Source: an optimization exercise on an open RTL-to-GDS flow (aim: small area and a short achievable clock period). Production flows keep margins and buffers that such runs may drop. Power and IR drop assume default switching activity.

==> flow/design.v (excerpt) <==
module ALU(
    input [31:0] rs1,
    input [31:0] rs2,
    input clk,
    input [3:0] sel,
    output reg [31:0] out
);
    wire sub   = ~sel[3] & ~sel[2] & (sel[1] | sel[0]);    
    wire m_s   = ~sel[3] & ~sel[2] & ~sel[1];              
    wire m_c   = ~sel[3] & ~sel[2] &  sel[1];              
    wire m_g   = (sel == 4'd4) | (sel == 4'd5);            
    wire m_p   = (sel == 4'd5) | (sel == 4'd6);            
    wire m_l   = (sel == 4'd7);                            
    wire m_r   = (sel == 4'd8) | (sel == 4'd9);            
    wire m_h   = sel[3] & (sel[2] | sel[1]);               
    wire fill  = (sel == 4'd9) & rs1[31];
    wire fill_n = ~fill;
    wire rev   = m_l;
    wire rev_n = ~m_l;
    wire [4:0] sa   = rs2[4:0];
    wire [4:0] sa_n = ~rs2[4:0];
    wire [31:0] b = rs2 ^ {32{sub}};
    wire [31:0] p = rs1 ^ b;
    wire [31:0] g = rs1 & b;
    wire g0c = g[0] | (p[0] & sub);
    wire G0_1 = g[1] | (p[1] & g0c);
    wire G0_3 = g[3] | (p[3] & g[2]);
    wire P0_3 = p[3] & p[2];
    wire G0_5 = g[5] | (p[5] & g[4]);
    wire P0_5 = p[5] & p[4];
    wire G0_7 = g[7] | (p[7] & g[6]);
    wire P0_7 = p[7] & p[6];
    wire G0_9 = g[9] | (p[9] & g[8]);
    wire P0_9 = p[9] & p[8];
    wire G0_11 = g[11] | (p[11] & g[10]);
    wire P0_11 = p[11] & p[10];
    wire G0_13 = g[13] | (p[13] & g[12]);
    wire P0_13 = p[13] & p[12];
  ...
Size: ~32 flip-flops, ~100 I/O pins.
==> flow/config.mk <==
export PLATFORM = sky130hd
export DESIGN_NAME = ALU
export DESIGN_NICKNAME = ALU
export VERILOG_FILES = /design/flow/design.v
export SDC_FILE = /design/flow/constraint.sdc
export NUM_CORES = 4
export LEC_CHECK = 0
export CAP_MARGIN = 20
export CORE_MARGIN = 2
export CORE_UTILIZATION = 40
export SLEW_MARGIN = 20
export SYNTH_HIERARCHICAL = 1
==> flow/constraint.sdc <==
create_clock -name core_clock -period 5.0 [get_ports {clk}]
set_input_delay 1.0000 -clock core_clock [delete_from_list [all_inputs] [get_ports {clk}]]
set_output_delay 1.0000 -clock core_clock [all_outputs]
set_load 0.01 [all_outputs]
standard.sh (not shown) runs the stock make flow with config.mk's settings and CLKGATE_MAP_FILE= SYNTH_SCRIPT=/design/flow/synth_recipe.tcl, a recipe that flattens the netlist after the stock synthesis.
==> flow/flow/run.sh <==
#!/bin/bash
# Standard layout with two changes: plain buf_1 cells as the port buffers, and
# every synthesized cell swapped for its smallest size before placement (the
# resizer sizes up again where needed).
set -euo pipefail
export BUFFER_PORTS_ARGS="-buffer_cell sky130_fd_sc_hd__buf_1"
bash standard.sh finish > make_finish.log 2>&1
Next try:
--- a/flow/flow/run.sh
+++ b/flow/flow/run.sh
@@ -6,2 +6,3 @@
 export BUFFER_PORTS_ARGS="-buffer_cell sky130_fd_sc_hd__buf_1"
+export POST_FLOORPLAN_TCL="$PWD/flow/downsize.tcl"
 bash standard.sh finish > make_finish.log 2>&1
==> flow/flow/downsize.tcl (new file) <==
# Swap every cell for the smallest cell of the same function (the same name
# without its drive-strength suffix); the resizer's repair steps that follow
# size up again where slew, capacitance or timing need it.
set dont_use [split $::env(DONT_USE_CELLS)]
set smallest [dict create]
foreach lc [get_lib_cells sky130_fd_sc_hd__*] {
  set n [get_name $lc]
  if {[lsearch -exact $dont_use $n] >= 0} { continue }
  if {![regexp {^(.+)_([0-9]+)$} $n -> fam drv]} { continue }
  set a [get_property $lc area]
  if {![dict exists $smallest $fam] || $a < [lindex [dict get $smallest $fam] 1]} {
    dict set smallest $fam [list $n $a]
  }
}
set count 0
foreach inst [get_cells *] {
  set lc [get_lib_cells -of_objects $inst]
  set n [get_name $lc]
  if {![regexp {^(.+)_([0-9]+)$} $n -> fam drv]} { continue }
  if {![dict exists $smallest $fam]} { continue }
  lassign [dict get $smallest $fam] best a
  if {$best ne $n && $a < [get_property $lc area]} {
    replace_cell $inst $best
    incr count
  }
}
puts "downsize.tcl: replaced $count cells"
Result:
- The new run went through all stages and came out clean
- sequential power is about the same
- first-iteration DRC count came out higher by about 33%
- utilization decreases by 7.6 points
- die area stays the same
- area after synthesis does not change
No functional check of the RTL was part of any run of this note.

ALU, a different RTL version from the one above (not shown whole).
Size: ~32 flip-flops, roughly 100 I/O pins, ~6500 um2 of cells after synthesis.
clock: 5.0 ns
lec_check: 0
cap_margin: 20
core_margin: 2
core_utilization: 55
place_density: 0.7
setup_slack_margin: 1.5
slew_margin: 20
synth_hierarchical: 1
==> flow/flow/run.sh <==
#!/bin/bash
# Standard layout with two changes: plain buf_1 cells as the port buffers, and
# every synthesized cell swapped for its smallest size before placement (the
# resizer sizes up again where needed).
set -euo pipefail
export BUFFER_PORTS_ARGS="-buffer_cell sky130_fd_sc_hd__buf_1"
export POST_FLOORPLAN_TCL="$PWD/flow/downsize.tcl"
bash standard.sh finish > make_finish.log 2>&1
==> flow/flow/downsize.tcl <==
# Swap every cell for the smallest cell of the same function (the same name
# without its drive-strength suffix); the resizer's repair steps that follow
# size up again where slew, capacitance or timing need it.
set dont_use [split $::env(DONT_USE_CELLS)]
set smallest [dict create]
foreach lc [get_lib_cells sky130_fd_sc_hd__*] {
  set n [get_name $lc]
  if {[lsearch -exact $dont_use $n] >= 0} { continue }
  if {![regexp {^(.+)_([0-9]+)$} $n -> fam drv]} { continue }
  set a [get_property $lc area]
  if {![dict exists $smallest $fam] || $a < [lindex [dict get $smallest $fam] 1]} {
    dict set smallest $fam [list $n $a]
  }
}
set count 0
foreach inst [get_cells *] {
  set lc [get_lib_cells -of_objects $inst]
  set n [get_name $lc]
  if {![regexp {^(.+)_([0-9]+)$} $n -> fam drv]} { continue }
  if {![dict exists $smallest $fam]} { continue }
  lassign [dict get $smallest $fam] best a
  if {$best ne $n && $a < [get_property $lc area]} {
    replace_cell $inst $best
    incr count
  }
}
puts "downsize.tcl: replaced $count cells"
Change:
Settings changed: CORE_UTILIZATION 55 to 40, PLACE_DENSITY 0.7 to default.
After rerunning: Power increases by 5.5%; area after synthesis stays the same; design area rises by 3.1%; wire length goes up by 4.6%.
Function was not checked in any run of this note: the RTL went through the layout flow alone.

The RTL this note starts from:
==> flow/design.v <==
module ALU(
    input [31:0] rs1,
    input [31:0] rs2,
    input clk,
    input [3:0] sel,
    output reg [31:0] out
);
    wire sub   = ~sel[3] & ~sel[2] & (sel[1] | sel[0]);    
    wire op_as = ~sel[3] & ~sel[2] & ~sel[1];              
    wire op_slt  = (sel == 4'd2);
    wire op_sltu = (sel == 4'd3);
    wire op_and = (sel == 4'd4);
    wire op_or  = (sel == 4'd5);
    wire op_xor = (sel == 4'd6);
    wire op_sll = (sel == 4'd7);
    wire op_srx = (sel == 4'd8) | (sel == 4'd9);
    wire op_sra = (sel == 4'd9);
    wire hold   = sel[3] & (sel[2] | sel[1]);               
    wire [31:0] b = rs2 ^ {32{sub}};
    wire [31:0] p = rs1 ^ b;
    wire [31:0] g = rs1 & b;
    wire g0c = g[0] | (p[0] & sub);
    wire G0_1 = g[1] | (p[1] & g0c);
    wire G0_3 = g[3] | (p[3] & g[2]);
    wire P0_3 = p[3] & p[2];
    wire G0_5 = g[5] | (p[5] & g[4]);
    wire P0_5 = p[5] & p[4];
    wire G0_7 = g[7] | (p[7] & g[6]);
    wire P0_7 = p[7] & p[6];
    wire G0_9 = g[9] | (p[9] & g[8]);
    wire P0_9 = p[9] & p[8];
    wire G0_11 = g[11] | (p[11] & g[10]);
    wire P0_11 = p[11] & p[10];
    wire G0_13 = g[13] | (p[13] & g[12]);
    wire P0_13 = p[13] & p[12];
    wire G0_15 = g[15] | (p[15] & g[14]);
    wire P0_15 = p[15] & p[14];
    wire G0_17 = g[17] | (p[17] & g[16]);
    wire P0_17 = p[17] & p[16];
    wire G0_19 = g[19] | (p[19] & g[18]);
    wire P0_19 = p[19] & p[18];
    wire G0_21 = g[21] | (p[21] & g[20]);
    wire P0_21 = p[21] & p[20];
    wire G0_23 = g[23] | (p[23] & g[22]);
    wire P0_23 = p[23] & p[22];
    wire G0_25 = g[25] | (p[25] & g[24]);
    wire P0_25 = p[25] & p[24];
    wire G0_27 = g[27] | (p[27] & g[26]);
    wire P0_27 = p[27] & p[26];
    wire G0_29 = g[29] | (p[29] & g[28]);
    wire P0_29 = p[29] & p[28];
    wire G0_31 = g[31] | (p[31] & g[30]);
    wire P0_31 = p[31] & p[30];
    wire G1_2 = g[2] | (p[2] & G0_1);
    wire G1_3 = G0_3 | (P0_3 & G0_1);
    wire G1_6 = g[6] | (p[6] & G0_5);
    wire P1_6 = p[6] & P0_5;
    wire G1_7 = G0_7 | (P0_7 & G0_5);
    wire P1_7 = P0_7 & P0_5;
    wire G1_10 = g[10] | (p[10] & G0_9);
    wire P1_10 = p[10] & P0_9;
    wire G1_11 = G0_11 | (P0_11 & G0_9);
    wire P1_11 = P0_11 & P0_9;
    wire G1_14 = g[14] | (p[14] & G0_13);
    wire P1_14 = p[14] & P0_13;
    wire G1_15 = G0_15 | (P0_15 & G0_13);
    wire P1_15 = P0_15 & P0_13;
    wire G1_18 = g[18] | (p[18] & G0_17);
    wire P1_18 = p[18] & P0_17;
    wire G1_19 = G0_19 | (P0_19 & G0_17);
    wire P1_19 = P0_19 & P0_17;
    wire G1_22 = g[22] | (p[22] & G0_21);
    wire P1_22 = p[22] & P0_21;
    wire G1_23 = G0_23 | (P0_23 & G0_21);
    wire P1_23 = P0_23 & P0_21;
    wire G1_26 = g[26] | (p[26] & G0_25);
    wire P1_26 = p[26] & P0_25;
    wire G1_27 = G0_27 | (P0_27 & G0_25);
    wire P1_27 = P0_27 & P0_25;
    wire G1_30 = g[30] | (p[30] & G0_29);
    wire P1_30 = p[30] & P0_29;
    wire G1_31 = G0_31 | (P0_31 & G0_29);
    wire P1_31 = P0_31 & P0_29;
    wire G2_4 = g[4] | (p[4] & G1_3);
    wire G2_5 = G0_5 | (P0_5 & G1_3);
    wire G2_6 = G1_6 | (P1_6 & G1_3);
    wire G2_7 = G1_7 | (P1_7 & G1_3);
    wire G2_12 = g[12] | (p[12] & G1_11);
    wire P2_12 = p[12] & P1_11;
    wire G2_13 = G0_13 | (P0_13 & G1_11);
    wire P2_13 = P0_13 & P1_11;
    wire G2_14 = G1_14 | (P1_14 & G1_11);
    wire P2_14 = P1_14 & P1_11;
    wire G2_15 = G1_15 | (P1_15 & G1_11);
    wire P2_15 = P1_15 & P1_11;
    wire G2_20 = g[20] | (p[20] & G1_19);
    wire P2_20 = p[20] & P1_19;
    wire G2_21 = G0_21 | (P0_21 & G1_19);
    wire P2_21 = P0_21 & P1_19;
    wire G2_22 = G1_22 | (P1_22 & G1_19);
    wire P2_22 = P1_22 & P1_19;
    wire G2_23 = G1_23 | (P1_23 & G1_19);
    wire P2_23 = P1_23 & P1_19;
    wire G2_28 = g[28] | (p[28] & G1_27);
    wire P2_28 = p[28] & P1_27;
    wire G2_29 = G0_29 | (P0_29 & G1_27);
    wire P2_29 = P0_29 & P1_27;
    wire G2_30 = G1_30 | (P1_30 & G1_27);
    wire P2_30 = P1_30 & P1_27;
    wire G2_31 = G1_31 | (P1_31 & G1_27);
    wire P2_31 = P1_31 & P1_27;
    wire G3_8 = g[8] | (p[8] & G2_7);
    wire G3_9 = G0_9 | (P0_9 & G2_7);
    wire G3_10 = G1_10 | (P1_10 & G2_7);
    wire G3_11 = G1_11 | (P1_11 & G2_7);
    wire G3_12 = G2_12 | (P2_12 & G2_7);
    wire G3_13 = G2_13 | (P2_13 & G2_7);
    wire G3_14 = G2_14 | (P2_14 & G2_7);
    wire G3_15 = G2_15 | (P2_15 & G2_7);
    wire G3_24 = g[24] | (p[24] & G2_23);
    wire P3_24 = p[24] & P2_23;
    wire G3_25 = G0_25 | (P0_25 & G2_23);
    wire P3_25 = P0_25 & P2_23;
    wire G3_26 = G1_26 | (P1_26 & G2_23);
    wire P3_26 = P1_26 & P2_23;
    wire G3_27 = G1_27 | (P1_27 & G2_23);
    wire P3_27 = P1_27 & P2_23;
    wire G3_28 = G2_28 | (P2_28 & G2_23);
    wire P3_28 = P2_28 & P2_23;
    wire G3_29 = G2_29 | (P2_29 & G2_23);
    wire P3_29 = P2_29 & P2_23;
    wire G3_30 = G2_30 | (P2_30 & G2_23);
    wire P3_30 = P2_30 & P2_23;
    wire G3_31 = G2_31 | (P2_31 & G2_23);
    wire P3_31 = P2_31 & P2_23;
    wire G4_16 = g[16] | (p[16] & G3_15);
    wire G4_17 = G0_17 | (P0_17 & G3_15);
    wire G4_18 = G1_18 | (P1_18 & G3_15);
    wire G4_19 = G1_19 | (P1_19 & G3_15);
    wire G4_20 = G2_20 | (P2_20 & G3_15);
    wire G4_21 = G2_21 | (P2_21 & G3_15);
    wire G4_22 = G2_22 | (P2_22 & G3_15);
    wire G4_23 = G2_23 | (P2_23 & G3_15);
    wire G4_24 = G3_24 | (P3_24 & G3_15);
    wire G4_25 = G3_25 | (P3_25 & G3_15);
    wire G4_26 = G3_26 | (P3_26 & G3_15);
    wire G4_27 = G3_27 | (P3_27 & G3_15);
    wire G4_28 = G3_28 | (P3_28 & G3_15);
    wire G4_29 = G3_29 | (P3_29 & G3_15);
    wire G4_30 = G3_30 | (P3_30 & G3_15);
    wire G4_31 = G3_31 | (P3_31 & G3_15);
    wire [32:0] c;
    assign c[0] = sub;
    assign c[1] = g0c;
    assign c[2] = G0_1;
    assign c[3] = G1_2;
    assign c[4] = G1_3;
    assign c[5] = G2_4;
    assign c[6] = G2_5;
    assign c[7] = G2_6;
    assign c[8] = G2_7;
    assign c[9] = G3_8;
    assign c[10] = G3_9;
    assign c[11] = G3_10;
    assign c[12] = G3_11;
    assign c[13] = G3_12;
    assign c[14] = G3_13;
    assign c[15] = G3_14;
    assign c[16] = G3_15;
    assign c[17] = G4_16;
    assign c[18] = G4_17;
    assign c[19] = G4_18;
    assign c[20] = G4_19;
    assign c[21] = G4_20;
    assign c[22] = G4_21;
    assign c[23] = G4_22;
    assign c[24] = G4_23;
    assign c[25] = G4_24;
    assign c[26] = G4_25;
    assign c[27] = G4_26;
    assign c[28] = G4_27;
    assign c[29] = G4_28;
    assign c[30] = G4_29;
    assign c[31] = G4_30;
    assign c[32] = G4_31;
    wire [31:0] sum = p ^ c[31:0];
    wire cout = c[32];
    wire ltu = ~cout;
    wire lt  = (rs1[31] ^ rs2[31]) ? rs1[31] : sum[31];
    wire [31:0] x;
    genvar k;
    generate for (k = 0; k < 32; k = k + 1) begin : rev
        assign x[k] = op_sll ? rs1[31-k] : rs1[k];
    end endgenerate
    wire fill = op_sra & rs1[31];
    wire [31:0] s1 = rs2[0] ? {fill, x[31:1]} : x;
    wire [31:0] s2 = rs2[1] ? {{2{fill}}, s1[31:2]} : s1;
    wire [31:0] s3 = rs2[2] ? {{4{fill}}, s2[31:4]} : s2;
    wire [31:0] s4 = rs2[3] ? {{8{fill}}, s3[31:8]} : s3;
    wire [31:0] sh = rs2[4] ? {{16{fill}}, s4[31:16]} : s4;
    wire [31:0] shl;
    generate for (k = 0; k < 32; k = k + 1) begin : rev2
        assign shl[k] = sh[31-k];
    end endgenerate
    wire [31:0] nxt = ({32{op_as}} & sum) | ({32{op_and | op_or}} & g) | ({32{op_or | op_xor}} & p)
                    | ({32{op_srx}} & sh) | ({32{op_sll}} & shl)
                    | {31'd0, (op_slt & lt) | (op_sltu & ltu)};
    always @(posedge clk)
        if (!hold) out <= nxt;
endmodule
==> flow/config.mk <==
export PLATFORM = sky130hd
export DESIGN_NAME = ALU
export DESIGN_NICKNAME = ALU
export VERILOG_FILES = /design/flow/design.v
export SDC_FILE = /design/flow/constraint.sdc
export NUM_CORES = 4
export LEC_CHECK = 0
export CAP_MARGIN = 20
export CORE_MARGIN = 2
export CORE_UTILIZATION = 40
export SETUP_SLACK_MARGIN = 2.2
export SLEW_MARGIN = 20
==> flow/constraint.sdc <==
create_clock -name core_clock -period 5.0 [get_ports {clk}]
set_input_delay 1.0000 -clock core_clock [delete_from_list [all_inputs] [get_ports {clk}]]
set_output_delay 1.0000 -clock core_clock [all_outputs]
set_load 0.01 [all_outputs]
==> flow/flow/run.sh <==
#!/bin/bash
# Standard layout, with plain buf_1 cells as the port buffers instead of the
# resizer's default choice.
set -euo pipefail
export BUFFER_PORTS_ARGS="-buffer_cell sky130_fd_sc_hd__buf_1"
bash standard.sh finish > make_finish.log 2>&1
The baseline completed with no timing, DRC or antenna violations.
Then changed:
SETUP_SLACK_MARGIN = unset   (was 2.2)
Fmax came out lower by 9.4%.
Final cell count came out lower by 6.0%.
Flip-flop and latch count stays the same.
Worst setup slack is worse by 0.41 ns.
Final area falls by 16%.
First-iteration DRC count went down by 17%.
Core utilization decreases by 8.6 points.
Hold slack gets better by 0.023 ns.
Synthesized area stays the same.
Via count drops by 6.1%.
Then changed:
SETUP_SLACK_MARGIN = 1.5   (was unset)
Sequential share of layout area shrinks by 2.3 points.
Design area grows by 18%.
Worst hold slack is better by 0.053 ns.
Cell count grows by 6.9%.
Maximum frequency grows by 11%.
Function was not checked in any run of this note: the RTL went through the layout flow alone.

[re-timing with driven ports]
No port has a modelled driver above. Below, the same layouts with a new extraction and two added sets of constraints. Step 1 (the two cells are an assumption about what drives the block):
set clk [get_ports {clk}]
set_driving_cell -lib_cell sky130_fd_sc_hd__clkbuf_16 $clk
set_driving_cell -lib_cell sky130_fd_sc_hd__buf_2 [delete_from_list [all_inputs] $clk]
Step 2, shift: input delay + t, output delay - t, t = (earliest + latest rising clock arrival at the registers) / 2. This alone moves slack from input paths to output paths. Three values: ideal, step 1, step 2; two values: the first two.
| run | shift t [ns] | setup WS [ns] | hold WS [ns] | worst register clock-pin slew, ns | pins driven straight from the clock port |
|---|---|---|---|---|---|
| the first run of note 1 | 0.331 | 0.421 / 0.437 / 0.106 | 0.484 / 0.484 / 0.484 | 0.06 / 0.06 | 1 |
| the second run of note 1 | 0.328 | 0.232 / 0.248 / -0.080 | 0.486 / 0.486 / 0.486 | 0.06 / 0.06 | 1 |
| the first run of note 2 | 0.326 | 1.602 / 1.619 / 1.294 | 0.517 / 0.517 / 0.517 | 0.06 / 0.06 | 1 |
| the second run of note 2 | 0.339 | 1.615 / 1.637 / 1.299 | 0.514 / 0.514 / 0.514 | 0.06 / 0.06 | 1 |
| the first run of note 3 | 0.317 | 1.103 / 1.084 / 0.767 | 1.301 / 1.329 / 1.448 | 0.06 / 0.06 | 1 |
| the second run of note 3 | 0.320 | 0.697 / 0.713 / 0.394 | 1.324 / 1.307 / 1.453 | 0.06 / 0.06 | 1 |
| the third run of note 3 | 0.324 | 1.133 / 1.132 / 0.809 | 1.377 / 1.363 / 1.450 | 0.06 / 0.06 | 1 |
Met with ideal ports but missed after step 2: setup timing in the second run of note 1. For the first run of note 3, which loses most, drivers alone change the setup slack by -0.019 ns; drivers and shift together by -0.336 ns.
